Source: an optimization exercise on an open RTL-to-GDS flow (aim: small area and a short achievable clock period). Production flows keep margins and buffers that such runs may drop. The RTL was checked by simulation tests, not by an equivalence proof against the original design. In every run shown here, the design's own scripts or RTL, not TritonCTS, make the clock network. The clock port is modelled as an ideal driver, which makes a skipped or thinned clock tree look cheaper than it is; a real chip needs a root buffer or a tree. Power and IR drop assume default switching activity.

<file path="flow/run.sh">
#!/bin/bash
# Own layout flow: the standard flow, except that
#  - port buffers are buf_2 cells rather than the default pick, and
#  - the clock tree is built by flow/cts.tcl (two levels of clkinv_16 inverters,
#    the leaves at the centres of clusters of flip-flops) in place of
#    TritonCTS's H-tree, which is deeper and slower.
# Each tool's full output goes to a log file of its own in this folder.
set -euo pipefail
export BUFFER_PORTS_ARGS="-buffer_cell sky130_fd_sc_hd__buf_2"
export CTS_ROOTS=4
export CTS_LEAVES=8
export CTS_ROOT_CELL=sky130_fd_sc_hd__clkinv_16
export CTS_LEAF_CELL=sky130_fd_sc_hd__clkinv_16
bash standard.sh synth > synth.log 2>&1
bash standard.sh place > place.log 2>&1
bash standard.sh run RUN_SCRIPT="$PWD/flow/cts.tcl" RUN_LOG_NAME_STEM=4_1_cts_own > cts.log 2>&1
bash standard.sh finish > finish.log 2>&1
</file>
<file path="flow/cts.tcl">
# Clock tree of two levels of clkbuf_16 buffers: the clock port drives
# CTS_ROOTS root buffers, which drive CTS_LEAVES leaf buffers, each placed
# at the centre of one cluster of flip-flops (k-means on the placed
# flip-flop positions; the roots at the centres of clusters of leaves).
# Every flip-flop is two buffers from the port, so clock arrivals are alike. Then ORFS's post-CTS steps: detailed
# placement and repair_timing, as cts.tcl does them.
source $::env(SCRIPTS_DIR)/load.tcl
erase_non_stage_variables cts
load_design 3_place.odb 3_place.sdc
set_dont_use $::env(DONT_USE_CELLS)

set NL [expr {[info exists ::env(CTS_LEAVES)] ? $::env(CTS_LEAVES) : 8}]
set NR [expr {[info exists ::env(CTS_ROOTS)] ? $::env(CTS_ROOTS) : 2}]
set block [ord::get_db_block]
set clknet [$block findNet clk]
set LEAF_CELL [expr {[info exists ::env(CTS_LEAF_CELL)] ? $::env(CTS_LEAF_CELL) : "sky130_fd_sc_hd__clkbuf_16"}]
set ROOT_CELL [expr {[info exists ::env(CTS_ROOT_CELL)] ? $::env(CTS_ROOT_CELL) : "sky130_fd_sc_hd__clkbuf_16"}]

# k-means of points {x y} into k clusters, seeded on a grid of x and y
# quantiles; returns {assignment centres}
proc kmeans {pts k} {
  set n [llength $pts]
  set xs [lsort -integer [lmap p $pts { lindex $p 0 }]]
  set ys [lsort -integer [lmap p $pts { lindex $p 1 }]]
  set gx [expr {int(ceil(sqrt($k)))}]
  set gy [expr {int(ceil(double($k) / $gx))}]
  set cents {}
  for {set a 0} {$a < $gx} {incr a} {
    for {set b 0} {$b < $gy} {incr b} {
      if {[llength $cents] < $k} {
        lappend cents [list [lindex $xs [expr {int(($a + 0.5) * $n / $gx)}]] \
                            [lindex $ys [expr {int(($b + 0.5) * $n / $gy)}]]]
      }
    }
  }
  for {set iter 0} {$iter < 50} {incr iter} {
    set asg {}
    foreach p $pts {
      set best 0
      set bd 1e30
      for {set c 0} {$c < $k} {incr c} {
        set d [expr {abs([lindex $p 0] - [lindex $cents $c 0]) + abs([lindex $p 1] - [lindex $cents $c 1])}]
        if {$d < $bd} { set bd $d; set best $c }
      }
      lappend asg $best
    }
    set new {}
    for {set c 0} {$c < $k} {incr c} {
      set sx 0; set sy 0; set m 0
      foreach p $pts a $asg {
        if {$a == $c} { incr sx [lindex $p 0]; incr sy [lindex $p 1]; incr m }
      }
      if {$m == 0} { lappend new [lindex $cents $c] } else { lappend new [list [expr {$sx / $m}] [expr {$sy / $m}]] }
    }
    set cents $new
  }
  return [list $asg $cents]
}

# a cell of type master at (x, y) driving the given iterms from a new net;
# its input joins net from
proc add_buffer {master name x y from iterms} {
  global block
  set inst [odb::dbInst_create $block [[ord::get_db] findMaster $master] clkbuf_own_$name]
  set net [odb::dbNet_create $block clknet_own_$name]
  $net setSigType CLOCK
  foreach mt [[$inst getMaster] getMTerms] {
    if {[$mt getSigType] ne "SIGNAL"} { continue }
    if {[$mt getIoType] eq "INPUT"} { [$inst findITerm [$mt getName]] connect $from }
    if {[$mt getIoType] eq "OUTPUT"} { [$inst findITerm [$mt getName]] connect $net }
  }
  $inst setLocation $x $y
  $inst setPlacementStatus PLACED
  foreach it $iterms {
    $it disconnect
    $it connect $net
  }
  return $inst
}

set sinks [$clknet getITerms]
set pts {}
foreach it $sinks {
  set box [[$it getInst] getBBox]
  lappend pts [list [expr {([$box xMin] + [$box xMax]) / 2}] [expr {([$box yMin] + [$box yMax]) / 2}]]
}
puts "clock sinks: [llength $sinks], leaf buffers: $NL, root buffers: $NR"
lassign [kmeans $pts $NL] lasg lcents
lassign [kmeans $lcents $NR] rasg rcents
# roots first, all on the port's net; then each leaf on its root's net
set rnets {}
for {set r 0} {$r < $NR} {incr r} {
  add_buffer $ROOT_CELL r$r [lindex $rcents $r 0] [lindex $rcents $r 1] $clknet {}
  lappend rnets [$block findNet clknet_own_r$r]
}
for {set c 0} {$c < $NL} {incr c} {
  set its {}
  foreach it $sinks a $lasg { if {$a == $c} { lappend its $it } }
  set r [lindex $rasg $c]
  add_buffer $LEAF_CELL l$c [lindex $lcents $c 0] [lindex $lcents $c 1] [lindex $rnets $r] $its
  puts "leaf buffer $c (root $r) at [lindex $lcents $c] drives [llength $its] flip-flops"
}
$clknet setSigType CLOCK
set_propagated_clock [all_clocks]

set_placement_padding -global \
  -left $::env(CELL_PAD_IN_SITES_DETAIL_PLACEMENT) \
  -right $::env(CELL_PAD_IN_SITES_DETAIL_PLACEMENT)
detailed_placement
estimate_parasitics -placement
report_clock_latency
report_clock_skew

report_worst_slack -max
report_design_area
if { !$::env(SKIP_CTS_REPAIR_TIMING) } {
  repair_timing_helper
  detailed_placement
  check_placement -verbose
}
report_worst_slack -max
report_worst_slack -min
if {[info exists ::env(CTS_DEBUG)]} { report_checks -path_delay max -group_path_count 5 -format end; report_checks -path_delay max -fields {fanout cap slew} }
report_design_area

orfs_write_db $::env(RESULTS_DIR)/4_1_cts.odb
orfs_write_sdc $::env(RESULTS_DIR)/4_cts.sdc
</file>
<file path="standard.sh">
#!/bin/bash
# synth_recipe.tcl (not shown) runs the flow's synth.tcl, then flattens the netlist and writes it again
# the make line also repeats each setting of config.mk as NAME=value (left out here)
make -C /OpenROAD-flow-scripts/flow DESIGN_CONFIG=/design/flow/config.mk WORK_HOME=/design/flow/orfs CLKGATE_MAP_FILE= SYNTH_SCRIPT=/design/flow/synth_recipe.tcl "${@:-finish}"
</file>
<file path="config.mk">
export PLATFORM = sky130hd
export DESIGN_NAME = synch_fifo_16x8bit
export DESIGN_NICKNAME = synch_fifo_16x8bit
export VERILOG_FILES = /design/flow/design.v
export SDC_FILE = /design/flow/constraint.sdc
export NUM_CORES = 4
export LEC_CHECK = 0
export CAP_MARGIN = 20
export CORE_MARGIN = 2
export CORE_UTILIZATION = 40
export SETUP_SLACK_MARGIN = 1.65
export SLEW_MARGIN = 20
</file>
<file path="constraint.sdc">
create_clock -name core_clock -period 3.0 [get_ports {clk}]
set_input_delay 0.6000 -clock core_clock [delete_from_list [all_inputs] [get_ports {clk}]]
set_output_delay 0.6000 -clock core_clock [all_outputs]
set_load 0.01 [all_outputs]
</file>
<file path="design.v">
`timescale 1ns / 1ps
module synch_fifo_16x8bit
  #(parameter integer DATA_SIZE = 8, DEPTH = 16)
  ( input  [DATA_SIZE-1:0] data_in,
    input                  wr_en,
    input                  rd_en,
    input                  clk,
    input                  reset_n,
    output                 fifo_full,
    output                 fifo_empty,
    output [DATA_SIZE-1:0] data_out
  );
  reg [DATA_SIZE-1:0] q [1:DEPTH];    
  reg [DATA_SIZE-1:0] temp_data_out;
  reg [DEPTH-1:2]     held;           
  reg                 empty_i;        
  reg                 not_full_i;     
  reg                 full_r;         
  reg                 nonempty_r;     
  wire [DEPTH+1:0] h = {1'b0, ~not_full_i, held, ~empty_i, 1'b1};    
  wire rd_only = rd_en & ~wr_en;
  wire wr_only = wr_en & ~rd_en;
  reg [DEPTH:1] held_n;
  integer k;
  always @* begin
    for (k = 1; k <= DEPTH; k = k + 1) begin
      if (h[k])
        held_n[k] = h[k+1] | ~((k == DEPTH) ? rd_en : rd_only);
      else
        held_n[k] = h[k-1] & ((k == 1) ? wr_en : wr_only);
    end
  end
  integer i;
  always @(posedge clk)
    for (i = 1; i <= DEPTH; i = i + 1)
      if (rd_en)
        q[i] <= h[i+1] ? q[(i == DEPTH) ? DEPTH : i + 1] : data_in;
      else if (!h[i])
        q[i] <= data_in;
  always @(posedge clk or negedge reset_n)
    if (!reset_n) begin
      held          <= {(DEPTH-2){1'b0}};
      empty_i       <= 1'b1;
      not_full_i    <= 1'b1;
      full_r        <= 1'b0;
      nonempty_r    <= 1'b0;
      temp_data_out <= {DATA_SIZE{1'b0}};
    end else begin
      if (rd_en && !empty_i)
        temp_data_out <= q[1];
      held       <= held_n[DEPTH-1:2];
      empty_i    <= ~held_n[1];
      not_full_i <= ~held_n[DEPTH];
      full_r     <= held_n[DEPTH];
      nonempty_r <= held_n[1];
    end
  assign data_out   = temp_data_out;
  assign fifo_full  = full_r;
  assign fifo_empty = ~nonempty_r;
endmodule
</file>
==> results_dict.tcl, run 1 <==
set metrics [dict create \
    yosys_warnings 2 \
    cp_data_arrival_time_ns 1.29 \
    drtPass1Iterations 4 \
    power.density_mw_per_mm2 768 \
    yosysUniqueCellTypes 27 \
    post-synth-top-area-cell "dfxtp_1" \
    power_frac_clock 0.207 \
    die_area_mm2 0.0177 \
    ys.flop_type "dfxtp_1" \
    synth_commonest_cells "194 x mux2i_1, 120 x dfxtp_1, 45 x buf_2" \
    yosysSeqAreaShare 0.495 \
    rsz0062_at_grt "yes" \
    net-switching-power_mw 1.87 \
    fmax_mhz 699 \
    total_leakage_power_nw 3.77 \
    ant_nets 0 \
    max_cap_violations 0 \
    path_max_fanout 8 \
    nFillCells 1520 \
    synth-seq-cells 154 \
    p_int_mw 3.97 \
    fin_skew_ns 0.0667 \
    worst-r2r-cell-count 3 \
    period_share 0.477 \
    ys_top_cells_by_area "dfxtp_1 36%, mux2i_1 29%, dfrtp_1 9.0%" \
    clk_pin_slew_ns 0.06 \
    ir_drop_mv 0.378 \
    path_class "in -> reg" \
    drc 0 \
    tns_ns 0 \
    portBuffers 21 \
    overflow 0 \
    routed_wire_length_per_instance_um 16.1 \
    power_frac_comb 0.250 \
    p_seq_frac 0.543 \
    status "timing/DRC/antenna clean" \
    clk_latency_ns 0.17 \
    routed_wl_mm 12.8 \
    grt_pass1_wl_mm 22.0 \
    worst_pin_slew_ns 0.599 \
    num_rows 47 \
    hold_slack_ns 0.438 \
    placed_area_mm2 0.00678 \
    slew_violations 0 \
    endpoint_kind "register" \
    design_area_mm2 0.00761 \
    num_io_pins 22 \
    finalSetupViolations 0 \
    grt_max_degree 38 \
    nets 586 \
    avgViaCountPerCell 5.24 \
    synth.avg_cell_area_um2 11.4 \
    switching_share 0.320 \
    synthToLayoutAreaGrowth_pct 14.3 \
    grt_antenna_before_repair 1 \
    hpwl_mm 7.55 \
    chipWidth_um 133 \
    synth_edf_count 8 \
    max_slew_margin 0.601 \
    yosys.cell_count.top_type "mux2i_1" \
    gp_congestion 0.721 \
    synth_top_area_frac 0.361 \
    worstPathRequired_ns 2.86 \
    core_mm2 0.0164 \
    layout-drive-gt1-share 0.182 \
    start_kind "primary input" \
    drtIter0Drc 172 \
    grt_pass1_vias 4281 \
    synth_cells 586 \
    via_count 4153 \
    syn_area_mm2 0.00666 \
    initial_core_util 0.406 \
    hold_viol_final 0 \
    async_reset_ff_frac 0.169 \
    period_minus_slack_ns 1.43 \
    die_y_um 133 \
    grt.total_usage 0.146 \
    hp-class "in -> async" \
]
-- power groups by stage --
stage               Sequential [mW]  Clock, mW  Combinational, mW
finish                         3.17       1.21               1.46
global route                   3.25       1.36               1.67
detailed placement             3.21          0               1.39
global placement               3.19          0               1.32
floorplan                      3.09          0               1.21
-- per-layer routing --
metal | global-route usage | part of all wire
met5 | 0 | 0
met4 | 0.0251 | 0.021
met3 | 0.0126 | 0.024
met2 | 0.243 | 0.47
met1 | 0.210 | 0.49
-- layout by cell type (no fill, tap or decap), drive strengths merged, types with 3 or more instances in the layout --
cell type and count:
mux2 31, buf 33, a21oi 22, dfxtp 120, mux2i 194, inv 5
o211ai 12, clkinv 12, bufbuf 6, edfxtp 8, nand2 36, dfrtp 24
o21ai 36, nor2b 3, nand3 12, nor2 8
-- stage by stage --
stage | utilization | worst slack, ns | instances | power (mW)
6_report | 0.464 | 1.57 | 793 | 5.84
5_1_grt | 0.464 | 1.56 | 792 | 6.28
3_5_place_dp | 0.413 | 0.860 | 764 | 4.60
3_3_place_gp | 0.413 | 0.860 | 764 | 4.51
2_1_floorplan | - | 1.62 | 586 | 4.30
-- worst paths after layout --
check / to / start / slack, ns
setup reg to reg: q[16][3]$_DFF_P_ / not_full_i$_DFF_PN1_ / 1.60
setup / recovery: q[1][5]$_DFFE_PP_ / rd_en / 1.57
min in group core_clock: q[5][6]$_DFF_P_ / q[6][6]$_DFF_P_ / 0.46
max in group asynchronous: temp_data_out[5]$_DFFE_PN0P_ / reset_n / 2.12
hold / removal: held[5]$_DFF_PN0_ / reset_n / 0.44
hold reg to reg: q[5][6]$_DFF_P_ / q[6][6]$_DFF_P_ / 0.46
-- kinds of logic after synthesis --
family          Yosys count  synth area share
compound gates           75            0.0633
buf+inv                  71            0.0575
flops                   154             0.495
mux                     225             0.344
simple gates             61            0.0400
-- registers in the layout, summed over array words and instances, names as in the netlist --
signal,cells
q,128
temp_data_out,8
not_full_i,1
held,14
empty_i,1
full_r,1
nonempty_r,1
-- critical path: stages --
cell and delay [ns]:
buf_16 0.12, buf_16 0.15, nand2_8 0.11, mux2_4 0.30
-- area by class of cell --
class                           instances  area, um^2  share of cell area
Tap cell                              220         275              0.0362
Timing Repair Buffer                   40         568              0.0746
Antenna cell                            1        2.50            0.000329
Inverter                               17         379              0.0498
Sequential cell                       154        3320               0.436
Multi-Input combinational cell        361        3070               0.403
==> run 2, diff against run 1 <==
==> flow/run.sh (replaced) <==
#!/bin/bash
# Own layout flow: the standard flow, except that
#  - port buffers are buf_2 cells rather than the default pick, and
#  - the clock tree is built by flow/cts.tcl (two levels of clock cells,
#    the leaves at the centres of clusters of flip-flops) in place of
#    TritonCTS's H-tree, which is deeper and slower.
# Each tool's full output goes to a log file of its own in this folder.
set -euo pipefail
export BUFFER_PORTS_ARGS="-buffer_cell sky130_fd_sc_hd__buf_2"
export CTS_ROOTS=4
export CTS_LEAVES=8
export CTS_ROOT_CELL=sky130_fd_sc_hd__clkbuf_16
export CTS_LEAF_CELL=sky130_fd_sc_hd__clkbuf_16
bash standard.sh synth > synth.log 2>&1
bash standard.sh place > place.log 2>&1
bash standard.sh run RUN_SCRIPT="$PWD/flow/cts.tcl" RUN_LOG_NAME_STEM=4_1_cts_own > cts.log 2>&1
bash standard.sh finish > finish.log 2>&1
--- a/config.mk
+++ b/config.mk
@@ -8,5 +8,5 @@
 export CAP_MARGIN = 20
 export CORE_MARGIN = 2
 export CORE_UTILIZATION = 40
-export SETUP_SLACK_MARGIN = 1.65
+export SETUP_SLACK_MARGIN = 1.5
 export SLEW_MARGIN = 20
==> run 2 against run 1 <==
- still clean on timing, DRC and antenna
- first-iteration DRC count increased by 12%
- sequential cell count unchanged
- synthesized cell count unchanged
- cell count decreased by 2.1%
- die area unchanged
- setup slack got worse by 0.031 ns
- design area decreased by 7.4%
- sequential power about the same
- largest power group unchanged
==> results_dict.tcl, run 2 <==
set metrics [dict create \
    crit_chain "buf_6 > buf_6 > nor2_4 > mux2_2" \
    r2r-end "q[3][5]$_DFF_P_" \
    chipWidth_um 133 \
    endpoint_kind "register" \
    fin_skew_ns 0.0351 \
    yosys_warnings 2 \
    grt_antenna_before_repair 0 \
    grt_pass1_wl_mm 19.6 \
    tns_ns 0 \
    slew_violations 0 \
    critPathMostFrequentCell "buf_6" \
    synth_top_area_frac 0.361 \
    diodes 0 \
    power.density_mw_per_mm2 824 \
    ant_nets 0 \
    async_reset_ff_frac 0.169 \
    dp.cells 764 \
    num_rows 47 \
    worst-r2r-cell-count 3 \
    clk_pin_slew_ns 0.08 \
    drtIter0Drc 192 \
    routed_wl_mm 11.3 \
    die_area_mm2 0.0177 \
    yosys.cell_count.top_type "mux2i_1" \
    critPathMaxStageDelay_ns 0.37 \
    synth_commonest_cells "194 x mux2i_1, 120 x dfxtp_1, 45 x buf_2" \
    final_cell_mix "194 x mux2i_1, 120 x dfxtp_1, 36 x o21ai_0" \
    ys_top_cells_by_area "dfxtp_1 36%, mux2i_1 29%, dfrtp_1 9.0%" \
    hold_viol_final 0 \
    period_share 0.487 \
    max_cap_violations 0 \
    core_mm2 0.0164 \
    mostFrequentLayoutCell "mux2i_1" \
    r2r_slack_ns 1.58 \
    avgViaCountPerCell 5.11 \
    postLayoutCoreUtil 0.429 \
    layout-drive-gt1-share 0.138 \
    die_y_um 133 \
    yosysUniqueCellTypes 27 \
    worst_pin_slew_ns 0.744 \
    grt.total_usage 0.128 \
    total_leakage_power_nw 3.49 \
    hpwl_mm 7.67 \
    synth_edf_count 8 \
    initial_core_util 0.406 \
    instances_no_fill 776 \
    routed_wire_length_per_instance_um 14.5 \
    rsz0062_at_grt "yes" \
    drtPass1Iterations 4 \
    yosysSeqAreaShare 0.495 \
    hp-class "in -> async" \
    status "timing/DRC/antenna clean" \
    ys.flop_type "dfxtp_1" \
    finalSetupViolations 0 \
    nFillCells 1539 \
    grt_pass1_vias 4012 \
    ir_drop_mv 0.454 \
    portBuffers 21 \
    clk_latency_ns 0.29 \
    grt_max_degree 62 \
    regMostFlops "q" \
    overflow 0 \
    nets 570 \
    synthToLayoutAreaGrowth_pct 5.84 \
    num_io_pins 22 \
    top_regs "q (128), held (14), temp_data_out (8)" \
    syn_area_mm2 0.00666 \
    synth_cells 586 \
    worstPathRequired_ns 3.17 \
    timing.rr.start "held[3]$_DFF_PN0_" \
    fmax_mhz 684 \
    path_class "in -> reg" \
    gp_congestion 0.717 \
    path_max_fanout 36 \
    synth.avg_cell_area_um2 11.4 \
    start_kind "primary input" \
    drc 0 \
    synth-seq-cells 154 \
    via_count 3963 \
    max_slew_margin 0.504 \
    post-synth-top-area-cell "dfxtp_1" \
    period_minus_slack_ns 1.46 \
    largest_register_ff_count 128 \
    cp_slowest_cell "mux2_2" \
    cp_data_arrival_time_ns 1.63 \
]
run 2: critical path, delay by kind of cell:
kind	cells	cell delay [ns]
buf+inv	2	0.40
mux	1	0.37
simple gates	1	0.25
run 2: layer usage:
metal / routed length [um] / GRT usage / vias to the layer above
li1: - / - / 2001
met4: 167 / 0.0161 / 0
met2: 5260 / 0.218 / 42
met3: 354 / 0.0149 / 15
met5: 0 / 0 / -
met1: 5490 / 0.181 / 1905
run 2: report_power, final:
part           internal (mW)  switching (mW)
clock network          0.711           0.586
logic                  0.693           0.656
registers               2.86           0.301
run 2: kinds of logic after synthesis:
kind of cell,share of synthesized area
multiplexers,0.344
flip-flops,0.495
AO/OA/AOI/OAI,0.0633
buffers and inverters,0.0575
AND/OR/NAND/NOR,0.0400
run 2: worst max path at each step:
stage,start,endpoint,slack [ns]
3_3_place_gp,rd_en,q[5][6]$_DFF_P_,1.00
5_1_grt,rd_en,q[2][1]$_DFF_P_,1.47
3_5_place_dp,rd_en,q[8][6]$_DFF_P_,0.96
6_report,rd_en,q[16][2]$_DFF_P_,1.54
2_1_floorplan,rd_en,q[1][6]$_DFFE_PP_,1.52
run 2: stage by stage:
step,total power [mW],hold slack [ns],instance area (um^2),worst slack (ns)
5_1_grt,6.25,0.354,7050,1.47
3_5_place_dp,4.58,0.466,6710,0.957
2_1_floorplan,4.27,0.304,6660,1.52
6_report,5.81,0.306,7050,1.54
3_3_place_gp,4.47,0.462,6710,1.00
run 2: cell type report:
| type | count | area [um^2] | share of cell area |
|---|---|---|---|
| buffer | 12 | 300 | 0.0426 |
| inverter | 5 | 18.8 | 0.00266 |
| multi-input combinational | 361 | 2990 | 0.424 |
| sequential | 154 | 3300 | 0.468 |
| tap | 220 | 275 | 0.0391 |
| timing repair buffer | 24 | 164 | 0.0233 |
==> run 3, diff against run 2 <==
--- a/design.v
+++ b/design.v
@@ -10,7 +10,7 @@
     output                 fifo_empty,
     output [DATA_SIZE-1:0] data_out
   );
-  reg [DATA_SIZE-1:0] q [1:DEPTH];    
+  reg [DATA_SIZE-1:0] qn [1:DEPTH];   
   reg [DATA_SIZE-1:0] temp_data_out;
   reg [DEPTH-1:2]     held;           
   reg                 empty_i;        
@@ -30,13 +30,28 @@
         held_n[k] = h[k-1] & ((k == 1) ? wr_en : wr_only);
     end
   end
+  wire [DATA_SIZE-1:0] q [1:DEPTH+1];
+  wire [DATA_SIZE-1:0] qn_next [1:DEPTH];
+  genvar g;
+  generate
+    for (g = 1; g <= DEPTH; g = g + 1) begin : pos
+      assign q[g] = ~qn[g];
+      wire keep  = ~rd_en & h[g];
+      wire shift = rd_en & h[g+1];
+      wire load  = ~(keep | shift);
+      genvar b;
+      for (b = 0; b < DATA_SIZE; b = b + 1) begin : bit_
+        fifo_pick pick (
+          .keep(keep), .shift(shift), .load(load),
+          .a(q[g][b]), .b(q[g+1][b]), .c(data_in[b]), .yn(qn_next[g][b]));
+      end
+    end
+  endgenerate
+  assign q[DEPTH+1] = data_in;
   integer i;
   always @(posedge clk)
     for (i = 1; i <= DEPTH; i = i + 1)
-      if (rd_en)
-        q[i] <= h[i+1] ? q[(i == DEPTH) ? DEPTH : i + 1] : data_in;
-      else if (!h[i])
-        q[i] <= data_in;
+      qn[i] <= qn_next[i];
   always @(posedge clk or negedge reset_n)
     if (!reset_n) begin
       held          <= {(DEPTH-2){1'b0}};
@@ -58,3 +73,14 @@
   assign fifo_full  = full_r;
   assign fifo_empty = ~nonempty_r;
 endmodule
+module fifo_pick
+  ( input  keep,
+    input  shift,
+    input  load,
+    input  a,
+    input  b,
+    input  c,
+    output yn
+  );
+  assign yn = ~((keep & a) | (shift & b) | (load & c));
+endmodule
--- a/config.mk
+++ b/config.mk
@@ -10,3 +10,5 @@
 export CORE_UTILIZATION = 40
 export SETUP_SLACK_MARGIN = 1.5
 export SLEW_MARGIN = 20
+export SYNTH_HIERARCHICAL = 1
+export SYNTH_MINIMUM_KEEP_SIZE = 0
==> run 3 against run 2 <==
- sequential power decreased by 17%
- wire length grew 16%
- critical path depth grew 1
- global-route usage is 4.1 points higher
- register-to-register slack barely moved
- maximum frequency fell by 1.6%
- setup slack worse by 0.024 ns
- sequential share of layout area is 1.6 points higher
- hold slack got worse by 0.00071 ns
- combinational power shrank 27%
- cell count shrank 2.4%
- clock power barely moved
- critical endpoint is now qn[4][3]$_DFF_P_
==> results_dict.tcl, run 3 <==
set metrics [dict create \
    synth_cells 535 \
    synth_edf_count 0 \
    num_rows 43 \
    hold_viol_final 0 \
    grt_pass1_vias 4351 \
    crit_chain "buf_8 > buf_12 > and2_4 > nor2_4 > a222oi_1" \
    placed_area_mm2 0.00619 \
    synth_commonest_cells "133 x inv_1, 128 x a222oi_1, 128 x dfxtp_1" \
    power.density_mw_per_mm2 742 \
    async_reset_ff_frac 0.169 \
    finalSetupViolations 0 \
    hp-class "in -> async" \
    core_mm2 0.0139 \
    tns_ns 0 \
    routed_wire_length_per_instance_um 17.2 \
    layout-drive-gt1-share 0.179 \
    grt_antenna_before_repair 0 \
    fin_skew_ns 0.0584 \
    ant_nets 0 \
    cpLargestDelayFamily "compound AO/OA/AOI/OAI gates" \
    grt_max_degree 31 \
    start_kind "primary input" \
    die_y_um 123 \
    top_regs "qn (128), held (14), temp_data_out (8)" \
    max_cap_violations 0 \
    yosysUniqueCellTypes 24 \
    timing.rr.start "held[13]$_DFF_PN0_" \
    clk_latency_ns 0.31 \
    path_max_fanout 22 \
    avgViaCountPerCell 5.95 \
    ir_drop_mv 0.328 \
    max_slew_margin 0.606 \
    num_io_pins 22 \
    synth-seq-cells 154 \
    final_cell_mix "133 x inv_1, 128 x a222oi_1, 128 x dfxtp_1" \
    slew_violations 0 \
    largest_register_ff_count 128 \
    clk_pin_slew_ns 0.08 \
    via_count 4507 \
    yosysSeqAreaShare 0.566 \
    routed_wl_mm 13.0 \
    status "timing/DRC/antenna clean" \
    gp_congestion 0.722 \
    ys_top_cells_by_area "dfxtp_1 45%, a222oi_1 23%, dfrtp_1 11%" \
    nets 591 \
    chipWidth_um 123 \
    drc 0 \
    fmax_mhz 673 \
    path_class "in -> reg" \
    synthToLayoutAreaGrowth_pct 17.0 \
    synth.avg_cell_area_um2 10.6 \
    overflow 0 \
    drtIter0Drc 724 \
    drtPass1Iterations 7 \
    yosys.cell_count.top_type "inv_1" \
    yosys_warnings 9 \
    endpoint_kind "register" \
    worst_pin_slew_ns 0.592 \
    critPathLaunch "rd_en" \
    period_minus_slack_ns 1.48 \
    post-synth-top-area-cell "dfxtp_1" \
    cp_data_arrival_time_ns 1.63 \
    grt.total_usage 0.169 \
    syn_area_mm2 0.00568 \
    mostFrequentLayoutCell "inv_1" \
    rsz0062_at_grt "yes" \
    design_area_mm2 0.00664 \
    critPathMaxStageDelay_ns 0.37 \
    period_share 0.495 \
    initial_core_util 0.409 \
    die_area_mm2 0.0152 \
    synth_top_area_frac 0.451 \
    worst-path-buf-inv 2 \
    regMostFlops "qn" \
    hpwl_mm 8.55 \
    total_leakage_power_nw 3.08 \
    grt_pass1_wl_mm 21.3 \
    portBuffers 21 \
    worstPathRequired_ns 3.15 \
    ys.flop_type "dfxtp_1" \
    cp_slowest_cell "a222oi_1" \
    diodes 0 \
]
## run 3: cell count changes in the layout (fill, tap and decap cells not counted), moves of 9 or more
cell      delta
mux2i_1    -194
a222oi_1   +128
inv_1      +128
mux2_2      -31
nand2_1     -26
nor2_4      +14
nand3_1     -12
o211ai_1    -12
nor2b_4     +11
and2_4       +9
## run 3: power by group
group          total, mW  internal [mW]  leakage, nW  switching (mW)
registers           2.63           2.50         1.35           0.134
logic              0.980          0.411         1.59           0.569
clock network       1.31          0.710        0.148           0.604
total               4.93           3.62         3.08            1.31
## run 3: worst paths after layout
kind | slack, ns | end | cells after the start
worst min register to register | 0.43 | qn[9][4]$_DFF_P_ | 2
worst min-delay path | 0.31 | held[10]$_DFF_PN0_ | 1
max in group asynchronous | 2.29 | temp_data_out[3]$_DFFE_PN0P_ | 1
min in group core_clock | 0.43 | qn[9][4]$_DFF_P_ | 2
worst max-delay path | 1.52 | qn[4][3]$_DFF_P_ | 5
worst max register to register | 1.58 | qn[13][0]$_DFF_P_ | 3
## run 3: logic make-up (layout without fill, tap and decap cells)
kind of cell / after synthesis / after routing / share of synthesized area
compound gates: 180 / 180 / 0.278
buf+inv: 143 / 178 / 0.101
flops: 154 / 154 / 0.566
other cells: 1 / 8 / 0.000660
simple gates: 57 / 57 / 0.0538
## run 3: through the flow
step	utilization	power, mW	setup WS (ns)	hold slack, ns	instances
global route	0.478	5.20	1.48	0.348	757
finish	0.478	4.93	1.52	0.306	757
detailed placement	0.446	3.62	0.956	0.438	735
global placement	0.446	3.57	1.05	0.435	735
floorplan	-	3.35	1.48	0.304	542
## run 3: per-module statistics from Yosys, one instance, submodules excluded
module	cell area, um^2	times used
fifo_pick	10.0	128
synch_fifo_16x8bit	4400	1
## run 3: final cells by class
cell class / instances / area, um^2
well taps: 180 / 225
multi-input cells: 245 / 2150
fillers: 1254 / 7240
flip-flops and latches: 154 / 3220
repair buffers: 32 / 243
inverters: 134 / 503
plain buffers: 12 / 300
## run 3: routing by layer
layer  global-route usage  up-vias  part of all wire
li1                     -     2123                 -
met1                0.215     2258              0.44
met2                0.311      108              0.50
met3               0.0148       18             0.042
met4               0.0391        0             0.020
met5                    0        -                 0
==> run 4, diff against run 3 <==
==> flow/run.sh (replaced) <==
#!/bin/bash
# Own layout flow: the standard flow, except that
#  - port buffers are buf_2 cells rather than the default pick, and
#  - the clock tree is built by flow/cts.tcl (two levels of clkinv_16 inverters,
#    the leaves at the centres of clusters of flip-flops) in place of
#    TritonCTS's H-tree, which is deeper and slower.
# Each tool's full output goes to a log file of its own in this folder.
set -euo pipefail
export BUFFER_PORTS_ARGS="-buffer_cell sky130_fd_sc_hd__buf_2"
export CTS_ROOTS=4
export CTS_LEAVES=8
export CTS_ROOT_CELL=sky130_fd_sc_hd__clkinv_16
export CTS_LEAF_CELL=sky130_fd_sc_hd__clkinv_16
bash standard.sh synth > synth.log 2>&1
bash standard.sh place > place.log 2>&1
bash standard.sh run RUN_SCRIPT="$PWD/flow/cts.tcl" RUN_LOG_NAME_STEM=4_1_cts_own > cts.log 2>&1
bash standard.sh finish > finish.log 2>&1
--- a/config.mk
+++ b/config.mk
@@ -8,7 +8,7 @@
 export CAP_MARGIN = 20
 export CORE_MARGIN = 2
 export CORE_UTILIZATION = 40
-export SETUP_SLACK_MARGIN = 1.5
+export SETUP_SLACK_MARGIN = 1.55
 export SLEW_MARGIN = 20
 export SYNTH_HIERARCHICAL = 1
 export SYNTH_MINIMUM_KEEP_SIZE = 0
==> run 4 against run 3 <==
- sequential cell count did not move
- global-route usage is 1.3 points higher
- combinational power increased by 11%
- design area grew 7.4%
- synthesized cell count is the same
- sequential share of layout area shrank 3.3 points
- first-iteration DRC count shrank 3.5%
- utilization is 3.6 points higher
- critical endpoint is now qn[10][0]$_DFF_P_
- register-to-register slack improved by 0.09 ns
- critical path depth is the same
==> results_dict.tcl, run 4 <==
set metrics [dict create \
    status "timing/DRC/antenna clean" \
    p_total_mw 4.94 \
    num_rows 43 \
    synth_edf_count 0 \
    yosys_warnings 9 \
    final_cell_mix "133 x inv_1, 128 x a222oi_1, 128 x dfxtp_1" \
    cp_slowest_cell "a222oi_1" \
    critPathLaunch "rd_en" \
    timing.rr.start "held[13]$_DFF_PN0_" \
    synth-seq-cells 154 \
    avgViaCountPerCell 5.88 \
    grt_pass1_wl_mm 22.8 \
    chipWidth_um 123 \
    ant_nets 0 \
    ys.flop_type "dfxtp_1" \
    period_minus_slack_ns 1.47 \
    slew_violations 0 \
    tns_ns 0 \
    power.density_mw_per_mm2 692 \
    rsz0062_at_grt "yes" \
    nets 637 \
    clk_latency_ns 0.16 \
    min-delay-start "qn[1][5]$_DFF_P_" \
    hpwl_mm 8.64 \
    drtIter0Drc 699 \
    mostFrequentLayoutCell "inv_1" \
    diodes 0 \
    die_y_um 123 \
    largest_register_ff_count 128 \
    path_class "in -> reg" \
    drtPass1Iterations 6 \
    yosysUniqueCellTypes 24 \
    grt_max_degree 31 \
    grt_antenna_before_repair 0 \
    overflow 0 \
    start_kind "primary input" \
    synth_cells 535 \
    fmax_mhz 680 \
    path_max_fanout 8 \
    max_cap_violations 0 \
    ys_top_cells_by_area "dfxtp_1 45%, a222oi_1 23%, dfrtp_1 11%" \
    async_reset_ff_frac 0.169 \
    worst_pin_slew_ns 0.620 \
    cp_data_arrival_time_ns 1.47 \
    via_count 4718 \
    period_share 0.490 \
    finalSetupViolations 0 \
    layout-drive-gt1-share 0.239 \
    worstPathRequired_ns 3.00 \
    crit_chain "buf_16 > buf_6 > and2_4 > nor2_4 > a222oi_1" \
    synthToLayoutAreaGrowth_pct 25.7 \
    drc 0 \
    total_leakage_power_nw 3.34 \
    grt.total_usage 0.182 \
    syn_area_mm2 0.00568 \
    hold_viol_final 0 \
    hp-class "reg -> reg" \
    core_mm2 0.0139 \
    num_io_pins 22 \
    synth_commonest_cells "133 x inv_1, 128 x a222oi_1, 128 x dfxtp_1" \
    synth_top_area_frac 0.451 \
    max_slew_margin 0.586 \
    routed_wl_mm 14.2 \
    ir_drop_mv 0.460 \
    initial_core_util 0.409 \
    clk_pin_slew_ns 0.05 \
    die_area_mm2 0.0152 \
    fin_skew_ns 0.0552 \
    yosysSeqAreaShare 0.566 \
    synth.avg_cell_area_um2 10.6 \
    yosys.cell_count.top_type "inv_1" \
    grt_pass1_vias 4624 \
    endpoint_kind "register" \
    gp_congestion 0.771 \
    regMostFlops "qn" \
    post-synth-top-area-cell "dfxtp_1" \
    critPathMaxStageDelay_ns 0.31 \
    routed_wire_length_per_instance_um 17.6 \
    portBuffers 21 \
    top_regs "qn (128), held (14), temp_data_out (8)" \
]
-- run 4: cell counts after synthesis --
No cell type changed its count.
-- run 4: cell families (layout without fill, tap and decap cells) --
kind of cell	count (synthesis)	count (layout)	share of synthesized area
flip-flops	154	154	0.566
buffers and inverters	143	223	0.101
other	1	8	0.000660
AND/OR/NAND/NOR	57	58	0.0538
AO/OA/AOI/OAI	180	180	0.278
-- run 4: where the power goes --
| group | leakage [nW] | internal (mW) | total (mW) | switching, mW |
|---|---|---|---|---|
| Clock | 0.137 | 0.329 | 1.21 | 0.878 |
| Combinational | 1.86 | 0.485 | 1.09 | 0.606 |
| Sequential | 1.35 | 2.50 | 2.64 | 0.138 |
-- run 4: per-stage QoR --
step | util | area, um^2 | std cells | setup slack, ns | hold slack, ns
final | 0.514 | 7130 | 803 | 1.53 | 0.438
after global routing | 0.514 | 7130 | 803 | 1.45 | 0.467
after detailed placement | 0.446 | 6200 | 736 | 0.729 | 0.432
after global placement | 0.446 | 6200 | 736 | 0.823 | 0.432
after floorplan | - | 5940 | 542 | 1.48 | 0.304
-- run 4: worst paths after layout --
check                      cells after the start                            to  slack (ns)
min in group asynchronous                      1  temp_data_out[1]$_DFFE_PN0P_        0.47
max in group asynchronous                      1             held[5]$_DFF_PN0_        2.10
max reg2reg                                    3             qn[13][5]$_DFF_P_        1.67
min reg2reg                                    1  temp_data_out[5]$_DFFE_PN0P_        0.44
max                                            5             qn[10][0]$_DFF_P_        1.53
min                                            1  temp_data_out[5]$_DFFE_PN0P_        0.44
-- run 4: metal layers --
layer  track usage  vias up  wire [um]
met5             0        -          0
met4        0.0611        0        361
met3        0.0152       27        666
met2         0.329      158       7240
met1         0.227     2314       5890
li1              -     2219          -
-- run 4: per-module statistics from Yosys (local to each module, per instance) --
module	cells inside	cell area, um^2
synch_fifo_16x8bit	407	4400
fifo_pick	1	10.0
-- run 4: final cells by class --
type,instances,area [um^2]
fillers,1235,6750
flip-flops and latches,154,3220
multi-input cells,246,2190
inverters,146,866
repair buffers,77,642
well taps,180,225
-- run 4: critical path, delay by kind of cell --
family | cells | cell delay (ns)
and+or+nand+nor | 2 | 0.30
buffers and inverters | 2 | 0.26
AOI/OAI and AO/OA | 1 | 0.31
==> run 5, diff against run 4 <==
--- a/design.v
+++ b/design.v
@@ -30,24 +30,35 @@
         held_n[k] = h[k-1] & ((k == 1) ? wr_en : wr_only);
     end
   end
-  wire [DATA_SIZE-1:0] q [1:DEPTH+1];
+  wire [DATA_SIZE-1:0] q [1:DEPTH];
   wire [DATA_SIZE-1:0] qn_next [1:DEPTH];
-  genvar g;
+  genvar g, b;
   generate
     for (g = 1; g <= DEPTH; g = g + 1) begin : pos
       assign q[g] = ~qn[g];
-      wire keep  = ~rd_en & h[g];
-      wire shift = rd_en & h[g+1];
-      wire load  = ~(keep | shift);
-      genvar b;
-      for (b = 0; b < DATA_SIZE; b = b + 1) begin : bit_
-        fifo_pick pick (
-          .keep(keep), .shift(shift), .load(load),
-          .a(q[g][b]), .b(q[g+1][b]), .c(data_in[b]), .yn(qn_next[g][b]));
+      wire keep, shift, load;
+      if (g < DEPTH) begin : mid
+        fifo_ctl ctl (
+          .rd(rd_en), .here(h[g]), .next(h[g+1]),
+          .keep(keep), .shift(shift), .load(load));
+        for (b = 0; b < DATA_SIZE; b = b + 1) begin : bit_
+          fifo_pick pick (
+            .keep(keep), .shift(shift), .load(load),
+            .a(q[g][b]), .b(q[g+1][b]), .c(data_in[b]), .yn(qn_next[g][b]));
+        end
+      end else begin : last
+        fifo_ctl_last ctl (
+          .rd(rd_en), .here(h[g]),
+          .keep(keep), .load(load));
+        assign shift = 1'b0;
+        for (b = 0; b < DATA_SIZE; b = b + 1) begin : bit_
+          fifo_pick_last pick (
+            .keep(keep), .load(load),
+            .a(q[g][b]), .c(data_in[b]), .yn(qn_next[g][b]));
+        end
       end
     end
   endgenerate
-  assign q[DEPTH+1] = data_in;
   integer i;
   always @(posedge clk)
     for (i = 1; i <= DEPTH; i = i + 1)
@@ -73,6 +84,36 @@
   assign fifo_full  = full_r;
   assign fifo_empty = ~nonempty_r;
 endmodule
+module fifo_ctl
+  ( input  rd,
+    input  here,
+    input  next,
+    output keep,
+    output shift,
+    output load
+  );
+  assign keep  = ~rd & here;
+  assign shift = rd & next;
+  assign load  = rd ? ~next : ~here;
+endmodule
+module fifo_ctl_last
+  ( input  rd,
+    input  here,
+    output keep,
+    output load
+  );
+  assign keep = ~rd & here;
+  assign load = rd | ~here;
+endmodule
+module fifo_pick_last
+  ( input  keep,
+    input  load,
+    input  a,
+    input  c,
+    output yn
+  );
+  assign yn = ~((keep & a) | (load & c));
+endmodule
 module fifo_pick
   ( input  keep,
     input  shift,
--- a/flow/cts.tcl
+++ b/flow/cts.tcl
@@ -12,6 +12,7 @@
 set NL [expr {[info exists ::env(CTS_LEAVES)] ? $::env(CTS_LEAVES) : 8}]
 set NR [expr {[info exists ::env(CTS_ROOTS)] ? $::env(CTS_ROOTS) : 2}]
 set block [ord::get_db_block]
+set ::slewmax 0
 set clknet [$block findNet clk]
 set LEAF_CELL [expr {[info exists ::env(CTS_LEAF_CELL)] ? $::env(CTS_LEAF_CELL) : "sky130_fd_sc_hd__clkbuf_16"}]
 set ROOT_CELL [expr {[info exists ::env(CTS_ROOT_CELL)] ? $::env(CTS_ROOT_CELL) : "sky130_fd_sc_hd__clkbuf_16"}]
@@ -57,6 +58,39 @@
   return [list $asg $cents]
 }
 
+# even out cluster sizes: hand out points nearest-first, at most
+# ceil(points / clusters) to a cluster, then move each centre to the mean
+# of its points; returns {assignment centres}
+proc balance {pts cents} {
+  set k [llength $cents]
+  set cap [expr {int(ceil(double([llength $pts]) / $k))}]
+  set pairs {}
+  set idx 0
+  foreach p $pts {
+    for {set c 0} {$c < $k} {incr c} {
+      lappend pairs [list [expr {abs([lindex $p 0] - [lindex $cents $c 0]) + abs([lindex $p 1] - [lindex $cents $c 1])}] $idx $c]
+    }
+    incr idx
+  }
+  set asg [lrepeat [llength $pts] -1]
+  set load [lrepeat $k 0]
+  foreach pr [lsort -real -index 0 $pairs] {
+    lassign $pr d i c
+    if {[lindex $asg $i] >= 0 || [lindex $load $c] >= $cap} { continue }
+    lset asg $i $c
+    lset load $c [expr {[lindex $load $c] + 1}]
+  }
+  set new {}
+  for {set c 0} {$c < $k} {incr c} {
+    set sx 0; set sy 0; set m 0
+    foreach p $pts a $asg {
+      if {$a == $c} { incr sx [lindex $p 0]; incr sy [lindex $p 1]; incr m }
+    }
+    if {$m == 0} { lappend new [lindex $cents $c] } else { lappend new [list [expr {$sx / $m}] [expr {$sy / $m}]] }
+  }
+  return [list $asg $new]
+}
+
 # a cell of type master at (x, y) driving the given iterms from a new net;
 # its input joins net from
 proc add_buffer {master name x y from iterms} {
@@ -86,7 +120,9 @@
 }
 puts "clock sinks: [llength $sinks], leaf buffers: $NL, root buffers: $NR"
 lassign [kmeans $pts $NL] lasg lcents
+lassign [balance $pts $lcents] lasg lcents
 lassign [kmeans $lcents $NR] rasg rcents
+lassign [balance $lcents $rcents] rasg rcents
 # roots first, all on the port's net; then each leaf on its root's net
 set rnets {}
 for {set r 0} {$r < $NR} {incr r} {
@@ -110,6 +146,7 @@
 estimate_parasitics -placement
 report_clock_latency
 report_clock_skew
+if {[info exists ::env(CTS_DEBUG)]} { report_check_types -max_slew -max_capacitance; foreach p [get_pins -of [get_cells *] -filter "name==CLK"] { set s [get_property $p slew_max]; if {$s > $::slewmax} { set ::slewmax $s } }; puts "max clk pin slew $::slewmax" }
 
 report_worst_slack -max
 report_design_area
--- a/config.mk
+++ b/config.mk
@@ -8,7 +8,7 @@
 export CAP_MARGIN = 20
 export CORE_MARGIN = 2
 export CORE_UTILIZATION = 40
-export SETUP_SLACK_MARGIN = 1.55
+export SETUP_SLACK_MARGIN = 1.66
 export SLEW_MARGIN = 20
 export SYNTH_HIERARCHICAL = 1
 export SYNTH_MINIMUM_KEEP_SIZE = 0
==> run 5 against run 4 <==
- still clean on timing, DRC and antenna
- sequential cell count is the same
- die area grew 1.7%
- utilization shrank 1.3 points
- via count shrank 4.4%
- combinational power grew 31%
- sequential share of layout area grew 0.80 points
- critical endpoint is now qn[7][6]$_DFF_P_
- largest cell class unchanged
==> results_dict.tcl, run 5 <==
set metrics [dict create \
    start_kind "primary input" \
    finalSetupViolations 0 \
    layout-drive-gt1-share 0.202 \
    mostFrequentLayoutCell "inv_1" \
    cp_slowest_cell "a222oi_1" \
    grt_max_degree 31 \
    ys.flop_type "dfxtp_1" \
    max_slew_margin 0.602 \
    portBuffers 21 \
    async_reset_ff_frac 0.169 \
    grt.total_usage 0.178 \
    via_count 4511 \
    yosysUniqueCellTypes 23 \
    synth_commonest_cells "133 x inv_1, 128 x dfxtp_1, 120 x a222oi_1" \
    cp_data_arrival_time_ns 1.49 \
    p_total_mw 5.62 \
    routed_wl_mm 13.8 \
    synth_edf_count 0 \
    fin_skew_ns 0.0113 \
    worst-path-buf-inv 2 \
    worst_pin_slew_ns 0.598 \
    dpl_worst_slack_ns 0.933 \
    clk_pin_slew_ns 0.05 \
    drtPass1Iterations 9 \
    synth-seq-cells 154 \
    total_leakage_power_nw 3.42 \
    synth_top_area_frac 0.444 \
    grt_pass1_wl_mm 22.3 \
    synth.avg_cell_area_um2 10.9 \
    hp-class "reg -> reg" \
    cpLargestDelayFamily "compound AO/OA/AOI/OAI gates" \
    drtIter0Drc 689 \
    ir_drop_mv 0.476 \
    power.density_mw_per_mm2 802 \
    routed_wire_length_per_instance_um 18.3 \
    design_area_mm2 0.00701 \
    path_max_fanout 8 \
    die_area_mm2 0.0154 \
    chipWidth_um 124 \
    largest_register_ff_count 128 \
    regMostFlops "qn" \
    yosys_warnings 9 \
    nets 584 \
    num_rows 43 \
    status "timing/DRC/antenna clean" \
    fmax_mhz 679 \
    core_mm2 0.0140 \
    gp_congestion 0.765 \
    clk_latency_ns 0.14 \
    path_class "in -> reg" \
    critPathMaxStageDelay_ns 0.38 \
    worstPathRequired_ns 3.01 \
    hpwl_mm 8.52 \
    drc 0 \
    grt_pass1_vias 4460 \
    max_cap_violations 0 \
    diodes 0 \
    overflow 0 \
    period_share 0.491 \
    ant_nets 0 \
    yosysSeqAreaShare 0.557 \
    hold_slack_ns 0.434 \
    grt_antenna_before_repair 0 \
    die_y_um 124 \
    post-synth-top-area-cell "dfxtp_1" \
    tns_ns 0 \
    avgViaCountPerCell 6.01 \
    final_cell_mix "133 x inv_1, 128 x dfxtp_1, 120 x a222oi_1" \
    slew_violations 0 \
    top_regs "qn (128), held (14), temp_data_out (8)" \
    yosys.cell_count.top_type "inv_1" \
    rsz0062_at_grt "yes" \
    placed_area_mm2 0.00609 \
    synthToLayoutAreaGrowth_pct 21.4 \
    synth_cells 530 \
    ys_top_cells_by_area "dfxtp_1 44%, a222oi_1 21%, dfrtp_1 10%" \
    initial_core_util 0.413 \
    fin_ws_ns 1.53 \
    num_io_pins 22 \
    crit_chain "buf_16 > buf_12 > mux2i_4 > a222oi_1" \
    period_minus_slack_ns 1.47 \
    endpoint_kind "register" \
    hold_viol_final 0 \
    syn_area_mm2 0.00578 \
]
[run 5: cell types whose count changed in the layout (fill, tap and decap cells not counted), moves of 3 or more]
cell and delta:
nor2b_2 +4, buf_16 +3, nor2_4 -16, a22oi_2 +8, a222oi_1 -8, buf_4 -46, mux2i_4 +15, conb_1 -8
[run 5: logic make-up (layout without fill, tap and decap cells)]
| kind of cell | count (synthesis) | after routing | share of synthesized area |
|---|---|---|---|
| compound gates | 180 | 180 | 0.277 |
| flops | 154 | 154 | 0.557 |
| buf+inv | 138 | 177 | 0.0921 |
| simple gates | 43 | 44 | 0.0481 |
| mux | 15 | 15 | 0.0260 |
[run 5: stage by stage]
step                 util  instances
floorplan               -        530
global placement    0.435        728
detailed placement  0.435        728
global route        0.501        750
finish              0.501        750
[run 5: layer usage]
layer / vias to the layer above / track usage / part of all wire / routed length, um
met5: - / 0 / 0 / 0
met3: 17 / 0.0124 / 0.043 / 597
li1: 2114 / - / - / -
met2: 138 / 0.326 / 0.52 / 7150
met1: 2242 / 0.227 / 0.42 / 5790
met4: 0 / 0.0463 / 0.016 / 226
[run 5: worst paths after layout]
check / from / end / slack, ns / cells after the start
worst max register to register: empty_i$_DFF_PN1_ / qn[1][2]$_DFF_P_ / 1.69 / 3
min in group asynchronous: reset_n / temp_data_out[7]$_DFFE_PN0P_ / 0.46 / 1
worst max-delay path: rd_en / qn[7][6]$_DFF_P_ / 1.53 / 4
worst min register to register: qn[1][7]$_DFF_P_ / temp_data_out[7]$_DFFE_PN0P_ / 0.43 / 1
worst min-delay path: qn[1][7]$_DFF_P_ / temp_data_out[7]$_DFFE_PN0P_ / 0.43 / 1
max in group asynchronous: reset_n / held[7]$_DFF_PN0_ / 2.13 / 1
[run 5: report_power, final]
group          internal (mW)  switching [mW]
Clock                  0.329           0.890
Sequential              2.76           0.221
Combinational          0.641           0.785
Total                   3.73            1.90
[run 5: per-module statistics from Yosys (local to each module, per instance)]
module	cell area, um^2	cells inside	flops+latches	copies in the design
synch_fifo_16x8bit	4110	355	154	1
fifo_ctl	23.8	3	0	15
fifo_ctl_last	12.5	2	0	1
fifo_pick_last	12.5	1	0	8
fifo_pick	10.0	1	0	120
[run 5: layout make-up]
class                           count  area, um^2
Inverter                          145         860
Tap cell                          180         225
Sequential cell                   154        3220
Fill cell                        1301        6980
Timing Repair Buffer               32         359
Multi-Input combinational cell    239        2350
==> run 6, diff against run 5 <==
==> flow/run.sh (replaced) <==
#!/bin/bash
# Own layout flow: the standard flow, except that
#  - port buffers are buf_2 cells rather than the default pick, and
#  - the clock tree is built by flow/cts.tcl (two levels of clock cells,
#    the leaves at the centres of clusters of flip-flops) in place of
#    TritonCTS's H-tree, which is deeper and slower.
# Each tool's full output goes to a log file of its own in this folder.
set -euo pipefail
export BUFFER_PORTS_ARGS="-buffer_cell sky130_fd_sc_hd__buf_2"
export CTS_ROOTS=4
export CTS_LEAVES=8
export CTS_ROOT_CELL=sky130_fd_sc_hd__clkbuf_16
export CTS_LEAF_CELL=sky130_fd_sc_hd__clkbuf_16
bash standard.sh synth > synth.log 2>&1
bash standard.sh place > place.log 2>&1
bash standard.sh run RUN_SCRIPT="$PWD/flow/cts.tcl" RUN_LOG_NAME_STEM=4_1_cts_own > cts.log 2>&1
bash standard.sh finish > finish.log 2>&1
--- a/config.mk
+++ b/config.mk
@@ -8,7 +8,7 @@
 export CAP_MARGIN = 20
 export CORE_MARGIN = 2
 export CORE_UTILIZATION = 40
-export SETUP_SLACK_MARGIN = 1.66
+export SETUP_SLACK_MARGIN = 1.6
 export SLEW_MARGIN = 20
 export SYNTH_HIERARCHICAL = 1
 export SYNTH_MINIMUM_KEEP_SIZE = 0
==> run 6 against run 5 <==
- still clean on timing, DRC and antenna
- sequential share of layout area up 1.2 points
- synthesized cell count unchanged
- critical path depth down 3
- cell count unchanged
- global-route usage down 1.1 points
- hold slack worse by 0.12 ns
==> results_dict.tcl, run 6 <==
set metrics [dict create \
    gp_congestion 0.765 \
    yosysUniqueCellTypes 23 \
    syn_area_mm2 0.00578 \
    synthToLayoutAreaGrowth_pct 18.2 \
    rsz0062_at_grt "yes" \
    clk_latency_ns 0.28 \
    grt_max_degree 40 \
    drtIter0Drc 700 \
    worst_pin_slew_ns 0.586 \
    drc 0 \
    wl_met3_um 574 \
    yosys_warnings 9 \
    overflow 0 \
    routed_wire_length_per_instance_um 18.1 \
    path_class "reg -> out" \
    regMostFlops "qn" \
    timing.rr.start "empty_i$_DFF_PN1_" \
    wl_met1_mm 5.80 \
    r2r_slack_ns 1.65 \
    synth_commonest_cells "133 x inv_1, 128 x dfxtp_1, 120 x a222oi_1" \
    met2_wirelength_mm 6.96 \
    grt_antenna_before_repair 0 \
    grt_pass1_vias 4352 \
    clk_pin_slew_ns 0.08 \
    fmax_mhz 717 \
    mostFrequentLayoutCell "inv_1" \
    ys.flop_type "dfxtp_1" \
    ant_nets 0 \
    worst-path-buf-inv 1 \
    num_rows 43 \
    endpoint_kind "output pin" \
    hpwl_mm 8.52 \
    portBuffers 21 \
    nets 584 \
    chipWidth_um 124 \
    die_area_mm2 0.0154 \
    nFillCells 1315 \
    fin_skew_ns 0.00785 \
    synth_edf_count 0 \
    critPathMaxStageDelay_ns 0.40 \
    ys_top_cells_by_area "dfxtp_1 44%, a222oi_1 21%, dfrtp_1 10%" \
    highest_layer "met4" \
    worst-r2r-cell-count 3 \
    regArea_mm2 0.00322 \
    layout-drive-gt1-share 0.202 \
    synth_top_area_frac 0.444 \
    yosysSeqAreaShare 0.557 \
    core_mm2 0.0140 \
    initial_core_util 0.413 \
    cpLargestDelayFamily "flip-flops" \
    async_reset_ff_frac 0.169 \
    ir_drop_mv 0.459 \
    status "timing/DRC/antenna clean" \
    period_minus_slack_ns 1.39 \
    r2r-end "qn[1][2]$_DFF_P_" \
    hp-class "in -> async" \
    cp_slowest_cell "dfrtp_1" \
    worstPathRequired_ns 2.40 \
    post-synth-top-area-cell "dfxtp_1" \
    path_max_fanout 2 \
    top_regs "qn (128), held (14), temp_data_out (8)" \
    start_kind "register" \
    synth-seq-cells 154 \
    postLayoutCoreUtil 0.488 \
    largest_register_ff_count 128 \
    drtPass1Iterations 9 \
    tns_ns 0 \
    power.density_mw_per_mm2 838 \
    max_cap_violations 0 \
    grt_pass1_wl_mm 21.3 \
    grt.total_usage 0.168 \
    cp_data_arrival_time_ns 0.79 \
    finalSetupViolations 0 \
    synth.avg_cell_area_um2 10.9 \
    yosys.cell_count.top_type "inv_1" \
    hold_viol_final 0 \
    crit_chain "buf_6" \
    routed_wl_mm 13.6 \
    slew_violations 0 \
    via_count 4475 \
    synth_cells 530 \
    num_io_pins 22 \
    total_leakage_power_nw 3.30 \
    diodes 0 \
    die_y_um 124 \
    period_share 0.465 \
    multiInputGateArea_mm2 0.00226 \
    hold_slack_ns 0.314 \
    max_slew_margin 0.609 \
    final_cell_mix "133 x inv_1, 128 x dfxtp_1, 120 x a222oi_1" \
    avgViaCountPerCell 5.97 \
]
[run 6: cell counts after synthesis]
Identical to the previous run, type by type.
[run 6: cells by family (layout without fill, tap and decap cells)]
family / after synthesis / in the layout / share of synthesized area
and+or+nand+nor: 43 / 43 / 0.0481
AOI/OAI and AO/OA: 180 / 180 / 0.277
muxes: 15 / 15 / 0.0260
DFF: 154 / 154 / 0.557
buffers and inverters: 138 / 178 / 0.0921
[run 6: per-layer routing]
layer	global-route usage	vias to the layer above
li1	-	2112
met1	0.215	2225
met2	0.306	116
met3	0.0114	22
met4	0.0414	0
met5	0	-
[run 6: Yosys stat by module (local to each module, per instance)]
module / flip-flops and latches / cells inside
fifo_ctl: 0 / 3
synch_fifo_16x8bit: 154 / 355
fifo_pick_last: 0 / 1
fifo_ctl_last: 0 / 2
fifo_pick: 0 / 1
[run 6: layout make-up]
class                           instances  area share
Inverter                              133      0.0732
Tap cell                              180      0.0330
Sequential cell                       154       0.471
Multi-Input combinational cell        238       0.332
Buffer                                 12      0.0440
Timing Repair Buffer                   33      0.0469
[run 6: worst max-delay path by stage]
stage	from	to	slack [ns]	cells past startpoint
5_1_grt	temp_data_out[5]$_DFFE_PN0P_	data_out[5]	1.56	1
6_report	temp_data_out[5]$_DFFE_PN0P_	data_out[5]	1.61	1
2_1_floorplan	rd_en	qn[10][0]$_DFF_P_	1.70	2
3_3_place_gp	rd_en	qn[7][5]$_DFF_P_	1.01	4
3_5_place_dp	rd_en	qn[10][4]$_DFF_P_	0.93	4
[run 6: report_power, final]
part	internal [mW]	switching, mW	leakage [nW]
clock network	0.714	0.622	0.148
logic	0.637	0.771	1.80
registers	2.75	0.219	1.35
total	4.10	1.61	3.30
[run 6: stage by stage]
stage	std cells	total power [mW]	area, um^2	setup slack, ns
after floorplan	530	3.92	5780	1.70
after global placement	728	4.24	6090	1.01
after detailed placement	728	4.31	6090	0.933
after global routing	750	6.05	6820	1.56
final	750	5.72	6820	1.61
==> run 7, diff against run 6 <==
==> flow/run.sh (replaced) <==
#!/bin/bash
# Own layout flow: the standard flow, except that
#  - port buffers are buf_2 cells rather than the default pick, and
#  - the clock tree is built by flow/cts.tcl in place of TritonCTS's
#    H-tree, which is deeper and slower: two levels of inverters
#    (clkinv_4 roots, clkinv_8 leaves), the leaves at the centres of
#    clusters of flip-flops of even size, so every flip-flop sees the
#    clock through the same two inversions.
# Each tool's full output goes to a log file of its own in this folder.
set -euo pipefail
export BUFFER_PORTS_ARGS="-buffer_cell sky130_fd_sc_hd__buf_2"
export CTS_ROOTS=4
export CTS_LEAVES=8
export CTS_ROOT_CELL=sky130_fd_sc_hd__clkinv_4
export CTS_LEAF_CELL=sky130_fd_sc_hd__clkinv_8
bash standard.sh synth > synth.log 2>&1
bash standard.sh place > place.log 2>&1
bash standard.sh run RUN_SCRIPT="$PWD/flow/cts.tcl" RUN_LOG_NAME_STEM=4_1_cts_own > cts.log 2>&1
bash standard.sh finish > finish.log 2>&1
--- a/flow/cts.tcl
+++ b/flow/cts.tcl
@@ -146,7 +146,12 @@
 estimate_parasitics -placement
 report_clock_latency
 report_clock_skew
-if {[info exists ::env(CTS_DEBUG)]} { report_check_types -max_slew -max_capacitance; foreach p [get_pins -of [get_cells *] -filter "name==CLK"] { set s [get_property $p slew_max]; if {$s > $::slewmax} { set ::slewmax $s } }; puts "max clk pin slew $::slewmax" }
+if {[info exists ::env(CTS_DEBUG)]} {
+  foreach p [get_pins -of [get_cells *] -filter "name==CLK"] {
+    foreach pr {slew_max_rise slew_max_fall} { set v [get_property $p $pr]; if {$v > $::slewmax} { set ::slewmax $v } }
+  }
+  puts "max clk pin slew $::slewmax"
+}
 
 report_worst_slack -max
 report_design_area
==> run 7 against run 6 <==
- maximum frequency is 5.1% lower
- sequential share of layout area is 0.73 points higher
- via count is 0.11% lower
- critical endpoint is now qn[10][5]$_DFF_P_
- sequential cell count stayed put
- register-to-register slack hardly changed
- cell count is 0.67% lower
- largest cell class unchanged
- clock power is 35% lower
- critical path type is now in -> reg
==> results_dict.tcl, run 7 <==
set metrics [dict create \
    final_cell_mix "133 x inv_1, 128 x dfxtp_1, 120 x a222oi_1" \
    top_regs "qn (128), held (14), temp_data_out (8)" \
    drtIter0Drc 731 \
    slew_violations 0 \
    portBuffers 21 \
    clk_latency_ns 0.19 \
    yosys.cell_count.top_type "inv_1" \
    layout-drive-gt1-share 0.195 \
    diodes 0 \
    grt_pass1_vias 4427 \
    synth_top_area_frac 0.444 \
    rsz0062_at_grt "yes" \
    yosysUniqueCellTypes 23 \
    period_minus_slack_ns 1.47 \
    path_class "in -> reg" \
    grt.total_usage 0.174 \
    synth.avg_cell_area_um2 10.9 \
    path_max_fanout 19 \
    async_reset_ff_frac 0.169 \
    tns_ns 0 \
    grt_antenna_before_repair 0 \
    worstPathRequired_ns 3.07 \
    power.density_mw_per_mm2 780 \
    grt_pass1_wl_mm 21.9 \
    drc 0 \
    cp_slowest_cell "bufbuf_16" \
    overflow 0 \
    routed_wl_mm 13.4 \
    synth_edf_count 0 \
    num_rows 43 \
    syn_area_mm2 0.00578 \
    core_mm2 0.0140 \
    max_cap_violations 0 \
    hold_viol_final 0 \
    crit_chain "buf_12 > bufbuf_16 > and2_2 > a222oi_1" \
    cp_data_arrival_time_ns 1.54 \
    status "timing/DRC/antenna clean" \
    num_io_pins 22 \
    period_share 0.490 \
    die_area_mm2 0.0154 \
    regMostFlops "qn" \
    ys.flop_type "dfxtp_1" \
    critPathMaxStageDelay_ns 0.29 \
    initial_core_util 0.413 \
    synth-seq-cells 154 \
    ir_drop_mv 0.389 \
    hpwl_mm 8.52 \
    endpoint_kind "register" \
    post-synth-top-area-cell "dfxtp_1" \
    fmax_mhz 681 \
    synth_cells 530 \
    chipWidth_um 124 \
    die_y_um 124 \
    yosysSeqAreaShare 0.557 \
    cpLargestDelayFamily "buffers and inverters" \
    hp-class "in -> async" \
    yosys_warnings 9 \
    fin_skew_ns 0.0186 \
    worst_pin_slew_ns 0.589 \
    synth_commonest_cells "133 x inv_1, 128 x dfxtp_1, 120 x a222oi_1" \
    r2r_slack_ns 1.66 \
    total_leakage_power_nw 3.28 \
    drtPass1Iterations 8 \
    hold_slack_ns 0.414 \
    ys_top_cells_by_area "dfxtp_1 44%, a222oi_1 21%, dfrtp_1 10%" \
    largest_register_ff_count 128 \
    grt_max_degree 31 \
    max_slew_margin 0.607 \
    finalSetupViolations 0 \
    ant_nets 0 \
    synthToLayoutAreaGrowth_pct 16.4 \
    clk_pin_slew_ns 0.08 \
    nets 579 \
    mostFrequentLayoutCell "inv_1" \
    worst-path-buf-inv 2 \
    via_count 4470 \
    avgViaCountPerCell 6.00 \
    gp_congestion 0.765 \
    start_kind "primary input" \
    routed_wire_length_per_instance_um 17.9 \
]
run 7: logic make-up after synthesis:
| kind of cell | count (synthesis) | share of synthesized area |
|---|---|---|
| compound gates | 180 | 0.277 |
| flops | 154 | 0.557 |
| buf+inv | 138 | 0.0921 |
| simple gates | 43 | 0.0481 |
| mux | 15 | 0.0260 |
run 7: path summary, 6_finish.rpt:
check                                  startpoint                      endpoint  cells after the start
max in group asynchronous                 reset_n            held[14]$_DFF_PN0_                      1
min in group core_clock          qn[1][7]$_DFF_P_  temp_data_out[7]$_DFFE_PN0P_                      1
worst min register to register   qn[1][7]$_DFF_P_  temp_data_out[7]$_DFFE_PN0P_                      1
worst min-delay path                      reset_n  temp_data_out[7]$_DFFE_PN0P_                      1
worst max-delay path                        rd_en             qn[10][5]$_DFF_P_                      4
worst max register to register  empty_i$_DFF_PN1_              qn[1][2]$_DFF_P_                      3
run 7: where the power goes:
| group | internal (mW) | switching (mW) | leakage (nW) | total (mW) |
|---|---|---|---|---|
| logic | 0.630 | 0.770 | 1.86 | 1.40 |
| clock network | 0.141 | 0.725 | 0.0716 | 0.867 |
| registers | 2.75 | 0.220 | 1.35 | 2.97 |
| total | 3.52 | 1.72 | 3.28 | 5.24 |
run 7: stage by stage:
stage                util  setup WS [ns]  power (mW)  instance area [um^2]  std cells
global placement    0.435           1.01        4.24                  6090        728
floorplan               -           1.70        3.92                  5780        530
global route        0.480           1.53        5.58                  6720        745
detailed placement  0.435          0.933        4.31                  6090        728
finish              0.480           1.53        5.24                  6720        745
run 7: area by class of cell:
cell class                      count  area (um^2)
Sequential cell                   154         3220
Timing Repair Buffer               28          300
Fill cell                        1322         7270
Tap cell                          180          225
Multi-Input combinational cell    238         2310
Inverter                          145          664
run 7: Yosys stat by module, one instance, submodules excluded:
| module | flip-flops and latches | area (um^2) | copies in the design |
|---|---|---|---|
| fifo_ctl | 0 | 23.8 | 15 |
| fifo_ctl_last | 0 | 12.5 | 1 |
| fifo_pick | 0 | 10.0 | 120 |
| fifo_pick_last | 0 | 12.5 | 8 |
| synch_fifo_16x8bit | 154 | 4110 | 1 |
run 7: worst register-to-register path, stage by stage (launching register included):
cell      delay [ns]
dfstp_2         0.55
inv_1           0.08
nor2b_2         0.21
a222oi_1        0.38
run 7: per-layer routing:
layer | wire length, um | vias up | track usage | share of wire
li1 | - | 2109 | - | -
met1 | 5680 | 2228 | 0.217 | 0.43
met2 | 6910 | 110 | 0.322 | 0.52
met3 | 473 | 23 | 0.0114 | 0.035
met4 | 290 | 0 | 0.0478 | 0.022
met5 | 0 | - | 0 | 0

-- port drivers added, routing unchanged --
How much do the figures lean on ideal ports? The routed layouts below were timed once more, with nothing changed but the port constraints. Step 1 (the two cells are an assumption about what drives the block):
set clk [get_ports {clk}]
set_driving_cell -lib_cell sky130_fd_sc_hd__clkbuf_16 $clk
set_driving_cell -lib_cell sky130_fd_sc_hd__buf_2 [delete_from_list [all_inputs] $clk]
Step 2, shift: input delay + t, output delay - t, t = (earliest + latest rising clock arrival at the registers) / 2. This alone moves slack from input paths to output paths. Three values: ideal, step 1, step 2; two values: the first two.
| run | t, ns | setup slack, ns | slew at the worst register clock pin (ns) | worst slew at a driven data input, ns | cell pins on the clock port's net |
|---|---|---|---|---|---|
| run 1 | 0.357 | 1.570 / 1.495 / 1.316 | 0.06 / 0.06 | 0.14 | 4 |
| run 2 | 0.362 | 1.539 / 1.511 / 1.232 | 0.08 / 0.08 | 0.05 | 4 |
| run 3 | 0.374 | 1.515 / 1.497 / 1.178 | 0.09 / 0.09 | 0.05 | 4 |
| run 4 | 0.348 | 1.529 / 1.521 / 1.238 | 0.06 / 0.06 | 0.15 | 4 |
| run 5 | 0.339 | 1.526 / 1.531 / 1.334 | 0.05 / 0.05 | 0.08 | 4 |
| run 6 | 0.359 | 1.606 / 1.521 / 1.343 | 0.08 / 0.08 | 0.04 | 4 |
| run 7 | 0.277 | 1.531 / 1.582 / 1.305 | 0.08 / 0.08 | 0.06 | 4 |
After both steps setup and hold are still met in every run listed. The setup slack of run 3, which loses most, moves by -0.018 ns with the drivers and by -0.337 ns with both steps.
